What follows belongs to an exercise in optimizing a design on an open flow for small area; a production flow would make more cautious choices. The RTL was checked by simulation tests, not by an equivalence proof against the original design. Power is estimated from default activity; no workload was simulated.

run A:
==> flow/design.v <==
module rising_edge_detector (
    input clk,           
    input reset_n,       
    input input_signal,  
    output rising_edge_detected  
);
reg input_signal_d1;
reg input_signal_d2;
always @(posedge clk or negedge reset_n) begin
    if (!reset_n) begin
        input_signal_d1 <= 0;
        input_signal_d2 <= 0;
    end else begin
        input_signal_d1 <= input_signal;
        input_signal_d2 <= input_signal_d1;
    end
end
assign rising_edge_detected = ~input_signal_d2 & input_signal_d1;
endmodule
module fi_channel (
    input  clk,
    input  rst,
    input  pin,
    input  ph0,       
    input  dph0,      
    input  [1:0] sph,
    input  hclr,      
    input  frz,
    input  mstate,
    input  accept,
    output hbit,      
    output slbit      
);
wire e;
rising_edge_detector red (
    .clk(clk),
    .reset_n(rst),
    .input_signal(pin),
    .rising_edge_detected(e)
);
reg [3:0] L;
reg fH, fD, cH, cD;
reg [27:0] H;
reg [13:0] D;
reg [3:0] SL;
wire w   = e & (&L);
wire toD = frz | accept;
wire hout = H[0] & ~hclr;
wire a    = mstate & D[0];
wire cHe  = ph0 ? (fH | (mstate & fD)) : cH;
wire hin  = hout ^ a ^ cHe;
wire cHn  = (hout & a) | (hout & cHe) | (a & cHe);
wire cDe  = dph0 ? (fD & frz) : cD;
wire din  = frz & (D[0] ^ cDe);
always @(posedge clk or negedge rst) begin
    if (!rst)
        L <= 4'd0;
    else if (e)
        L <= L + 1'b1;
end
always @(posedge clk or negedge rst) begin
    if (!rst)
        fH <= 1'b0;
    else
        fH <= (w & ~toD) | (fH & ~ph0);
end
always @(posedge clk) begin
    cH <= cHn;
    fD <= (w & toD) | (fD & ~dph0);
    cD <= D[0] & cDe;
end
always @(posedge clk) begin
    H <= {hin, H[27:1]};
    D <= {din, D[13:1]};
    if (accept)
        SL <= L;
end
assign hbit  = hout;
assign slbit = SL[sph];
endmodule
module fastinput_in (
    input  rst,
    input  clk,
    input  [3:0] Fast,
    input  ph0,
    input  dph0,
    input  [1:0] sph,
    input  hclr,
    input  frz,
    input  mstate,
    input  accept,
    output [3:0] hbit,
    output [3:0] slbit
);
genvar i;
generate
    for (i = 0; i < 4; i = i + 1) begin : ch
        fi_channel u (
            .clk(clk), .rst(rst), .pin(Fast[i]),
            .ph0(ph0), .dph0(dph0), .sph(sph),
            .hclr(hclr), .frz(frz), .mstate(mstate), .accept(accept),
            .hbit(hbit[i]), .slbit(slbit[i])
        );
    end
endgenerate
endmodule
module Receive2uart(
	input  uart_rxd,
	input  Clk,
	input  Rst,
	output is_cmd,
	output reg Rx_Done
);
reg s0_uart_rx, s1_uart_rx;
reg tmp0_uart_rx, tmp1_uart_rx;
reg uart_state;
reg [4:0] div_cnt;
reg [7:0] bps_cnt;
reg [2:0] acc;
reg match;
wire bps_Clk = uart_state && (div_cnt == 5'd2);
wire nedege = !tmp0_uart_rx & tmp1_uart_rx;
wire reject = (bps_cnt == 8'd12) && (acc[2] | (acc[1] & acc[0]));
assign is_cmd = match;
always @(posedge Clk or negedge Rst) begin
	if (!Rst) begin
		s0_uart_rx <= 1'b0;
		s1_uart_rx <= 1'b0;
		tmp0_uart_rx <= 1'b0;
		tmp1_uart_rx <= 1'b0;
	end else begin
		s0_uart_rx <= uart_rxd;
		s1_uart_rx <= s0_uart_rx;
		tmp0_uart_rx <= s1_uart_rx;
		tmp1_uart_rx <= tmp0_uart_rx;
	end
end
always @(posedge Clk) begin
	if (uart_state && div_cnt != 5'd26)
		div_cnt <= div_cnt + 1'b1;
	else
		div_cnt <= 5'd0;
end
always @(posedge Clk or negedge Rst) begin
	if (!Rst)
		bps_cnt <= 8'd0;
	else if (bps_cnt == 8'd159 || reject)
		bps_cnt <= 8'd0;
	else if (bps_Clk)
		bps_cnt <= bps_cnt + 1'b1;
end
always @(posedge Clk or negedge Rst) begin
	if (!Rst)
		Rx_Done <= 1'b0;
	else
		Rx_Done <= (bps_cnt == 8'd159);
end
wire in_win = (bps_cnt[3:0] >= 4'd6) && (bps_cnt[3:0] <= 4'd11) && (bps_cnt != 8'd41);
wire [3:0] grp = bps_cnt[7:4];
wire exp_bit = (grp == 4'd1) || (grp == 4'd3);
always @(posedge Clk) begin
	if (bps_Clk) begin
		if (bps_cnt[3:0] == 4'd0)
			acc <= 3'd0;
		else if (in_win)
			acc <= acc + s1_uart_rx;
		if (bps_cnt == 8'd12)
			match <= 1'b1;
		else if (bps_cnt[3:0] == 4'd12 && grp <= 4'd8 && acc[2] != exp_bit)
			match <= 1'b0;
	end
end
always @(posedge Clk or negedge Rst) begin
	if (!Rst)
		uart_state <= 1'b0;
	else if (nedege)
		uart_state <= 1'b1;
	else if (Rx_Done || reject)
		uart_state <= 1'b0;
end
endmodule
module Write2uart(
	input Clk,
	input Rst,
	input Send_en,
	input nbit,
	output reg uart_txd,
	output reg TX_Done,
	output reg [3:0] q
);
reg [8:0] div_cnt;
reg uart_state;
wire div_lo  = uart_state && (div_cnt[8:2] == 7'd0);
wire bps_clk = div_lo && (div_cnt[1:0] == 2'd2);
wire slot0   = div_lo && (div_cnt[1:0] == 2'd3);
always @(posedge Clk or negedge Rst) begin
	if (!Rst)
		TX_Done <= 1'b0;
	else
		TX_Done <= (q == 4'd10);
end
always @(posedge Clk or negedge Rst) begin
	if (!Rst)
		uart_state <= 1'b0;
	else if (Send_en)
		uart_state <= 1'b1;
	else if (q == 4'd10)
		uart_state <= 1'b0;
end
always @(posedge Clk or negedge Rst) begin
	if (!Rst)
		q <= 4'd15;
	else if (q == 4'd10)
		q <= 4'd15;
	else if (bps_clk)
		q <= q + 1'b1;
end
always @(posedge Clk) begin
	if (uart_state && div_cnt != 9'd433)
		div_cnt <= div_cnt + 1'b1;
	else
		div_cnt <= 9'd0;
end
always @(posedge Clk or negedge Rst) begin
	if (!Rst)
		uart_txd <= 1'b1;
	else if (slot0) begin
		if (q == 4'd0)
			uart_txd <= 1'b0;
		else if (q <= 4'd8)
			uart_txd <= nbit;
		else
			uart_txd <= 1'b1;
	end
end
endmodule
module fastinput (
    input rst,
    input clk,
	input [3:0]CheckIO,
	input  receive,
    output write
);
wire RxDone;
wire is_cmd;
wire tx_done;
wire [3:0] q;
reg WriteEnable;
reg acc_d1;          
reg acc_d2;
reg fresh;           
reg [4:0] m;         
reg [4:0] php;
reg hclr;
reg frz;
reg mstate;
reg nbit;
reg [1:0] k;
reg [3:0] SumLo;
reg [3:0] SumHi;
wire accept = RxDone && !WriteEnable && is_cmd;
wire [3:0] hbit;
wire [3:0] slbit;
wire ph0  = (php == 5'd4);
wire dph0 = ph0 || (php == 5'd18);
wire ph31 = (php == 5'd31);
Write2uart Write2uart(
	.Clk(clk),
	.Rst(rst),
	.Send_en(WriteEnable),
	.nbit(nbit),
	.uart_txd(write),
	.TX_Done(tx_done),
	.q(q)
);
fastinput_in fastinput_in (
    .rst(rst),
    .clk(clk),
    .Fast(CheckIO),
    .ph0(ph0),
    .dph0(dph0),
    .sph(php[1:0]),
    .hclr(hclr),
    .frz(frz),
    .mstate(mstate),
    .accept(accept),
    .hbit(hbit),
    .slbit(slbit)
);
Receive2uart Receive2uart(
	.uart_rxd(receive),
	.Clk(clk),
	.Rst(rst),
	.is_cmd(is_cmd),
	.Rx_Done(RxDone)
);
always @(posedge clk or negedge rst) begin
	if (!rst) begin
		acc_d1 <= 1'b0;
		acc_d2 <= 1'b0;
	end else begin
		acc_d1 <= accept;
		acc_d2 <= acc_d1;
	end
end
always @(posedge clk or negedge rst) begin
	if (!rst)
		WriteEnable <= 1'b0;
	else if (acc_d2)
		WriteEnable <= 1'b1;
	else if (m == 5'd16)
		WriteEnable <= 1'b0;
end
always @(posedge clk or negedge rst) begin
	if (!rst)
		m <= 5'd30;
	else if (tx_done)
		m <= m + 1'b1;
	else if (m == 5'd16)
		m <= 5'd30;
end
always @(posedge clk or negedge rst) begin
	if (!rst)
		fresh <= 1'b1;
	else if (tx_done)
		fresh <= 1'b0;
end
wire unfz = (m == 5'd15) && q[3] && !q[2];
always @(posedge clk or negedge rst) begin
	if (!rst) begin
		php <= 5'd4;
		hclr <= 1'b1;
		frz <= 1'b0;
		mstate <= 1'b0;
	end else begin
		php <= ph31 ? 5'd4 : php + 1'b1;
		if (ph31)
			hclr <= 1'b0;
		if (accept)
			frz <= 1'b1;
		else if (ph31 && unfz)
			frz <= 1'b0;
		if (ph31)
			mstate <= frz && unfz;
	end
end
wire [3:0] x = php[4] ? slbit : hbit;
wire [1:0] ke = (php == 5'd28) ? 2'd0 : k;
wire [2:0] tot = x[0] + x[1] + x[2] + x[3] + ke;
wire win = (m[4:3] == 2'b00);
always @(posedge clk)
	k <= tot[2:1];
always @(posedge clk) begin
	SumLo <= (win && php[4:2] == 3'b111) ? {tot[0], SumLo[3:1]} : {SumLo[0], SumLo[3:1]};
	SumHi <= (win && php[4:2] == 3'b001) ? {tot[0], SumHi[3:1]} : {SumHi[0], SumHi[3:1]};
end
wire [1:0] c = m[3:2];
wire [1:0] j = m[1:0];
wire lowm = (php[1:0] == q[1:0]);
wire lowp = (j == 2'd0) && !q[2];
wire hm   = (php[4:2] == {j, q[2]});
reg cond;
reg src;
always @(*) begin
	if (!m[4]) begin
		cond = lowm && (lowp || hm);
		src  = lowp ? slbit[c] : hbit[c];
	end else if (m == 5'd31) begin
		cond = 1'b1;
		src  = (q == 4'd1) || (q == 4'd2);
	end else if (fresh) begin
		cond = 1'b1;
		src  = 1'b0;
	end else begin
		cond = lowm;
		src  = q[2] ? SumHi[0] : SumLo[0];
	end
end
always @(posedge clk) begin
	if (!q[3] && cond)
		nbit <= src;
end
endmodule
Settings: LEC_CHECK=0, CAP_MARGIN=20, CORE_MARGIN=2, CORE_UTILIZATION=40, PLACE_DENSITY=0.6, SLEW_MARGIN=20; clock period 10.0 ns.
run.sh (not shown) runs the stock make flow with config.mk's settings and CLKGATE_MAP_FILE= SYNTH_SCRIPT=/design/flow/synth_recipe.tcl, a recipe that flattens the netlist after the stock synthesis.
What run B does differently from run A at the input level:
- putting CTS_CLUSTER_DIAMETER at 80 where nothing was set
- putting CTS_BUF_LIST at sky130_fd_sc_hd__clkbuf_8 where nothing was set
- putting CTS_CLUSTER_SIZE at 16 where nothing was set
## What came out
Per the comparison of run B with run A, clock skew increased 13 ps, wire length decreased 2.3%, average wire per standard cell decreased 0.042 um.
Relative to run B, the following input files were edited for run C:
- a change of CTS_CLUSTER_SIZE from 16 to 30
- a change of PLACE_DENSITY from 0.6 to 0.8
- a change of CTS_CLUSTER_DIAMETER from 80 to 100
- a change of CORE_UTILIZATION from 40 to 65
- a deleted CTS_BUF_LIST that had been sky130_fd_sc_hd__clkbuf_8
Run C vs run B, filler cell count in the final layout went down by 56%.
Against run B, run C comes in 96 ps lower on shortest period the worst path allows.
Delta (run C minus run B): power went up about 1.4%, final area -about 1.3%, number of violations reported at the end of detailed-routing iteration 0 picked up an extra 79, worst-case setup slack after placement increased 29 ps, count of placed standard cells including taps decreased 11%.
Of run B and run C, the run reporting the lower part of the total power dissipated in the clock network was run B.
The lower net total in the final layout of run B and run C is in run C.
Run C vs run B, register share of the cell area went up by 0.90 points.
--- input diff run C..run D ---
- PLACE_DENSITY: 0.8 -> 0.6
- CORE_UTILIZATION: 65 -> 40
==> results.txt <==
- Power: run D draws less than run C
- Count of inserted tapcells: run D > run C
- Compared run C against run D; final period demand of the worst path within noise.

## separate check: timing with driven ports
The results above use ideal ports. As a check the final layouts listed here were re-extracted and re-timed, cells and wires unchanged.
Step 1 assumes that a clkbuf_16 drives the clock port and a buf_2 every other input.
Step 2 also shifts input and output timing later by t, the mid clock arrival at the registers, as if the neighbouring blocks saw the same clock.
Three values: ideal, step 1, step 2; two values: the first two.
| run | t, ns | slack for setup (ns) | pins driven straight from the clock port |
|---|---|---|---|
| run A | 0.581 | 6.398 / 6.356 / 6.937 | 1 |
| run B | 0.582 | 6.364 / 6.326 / 6.908 | 1 |
| run C | 0.510 | 6.460 / 6.418 / 6.929 | 1 |
| run D | 0.516 | 6.459 / 6.412 / 6.927 | 1 |
After both steps every run listed still meets setup and hold.
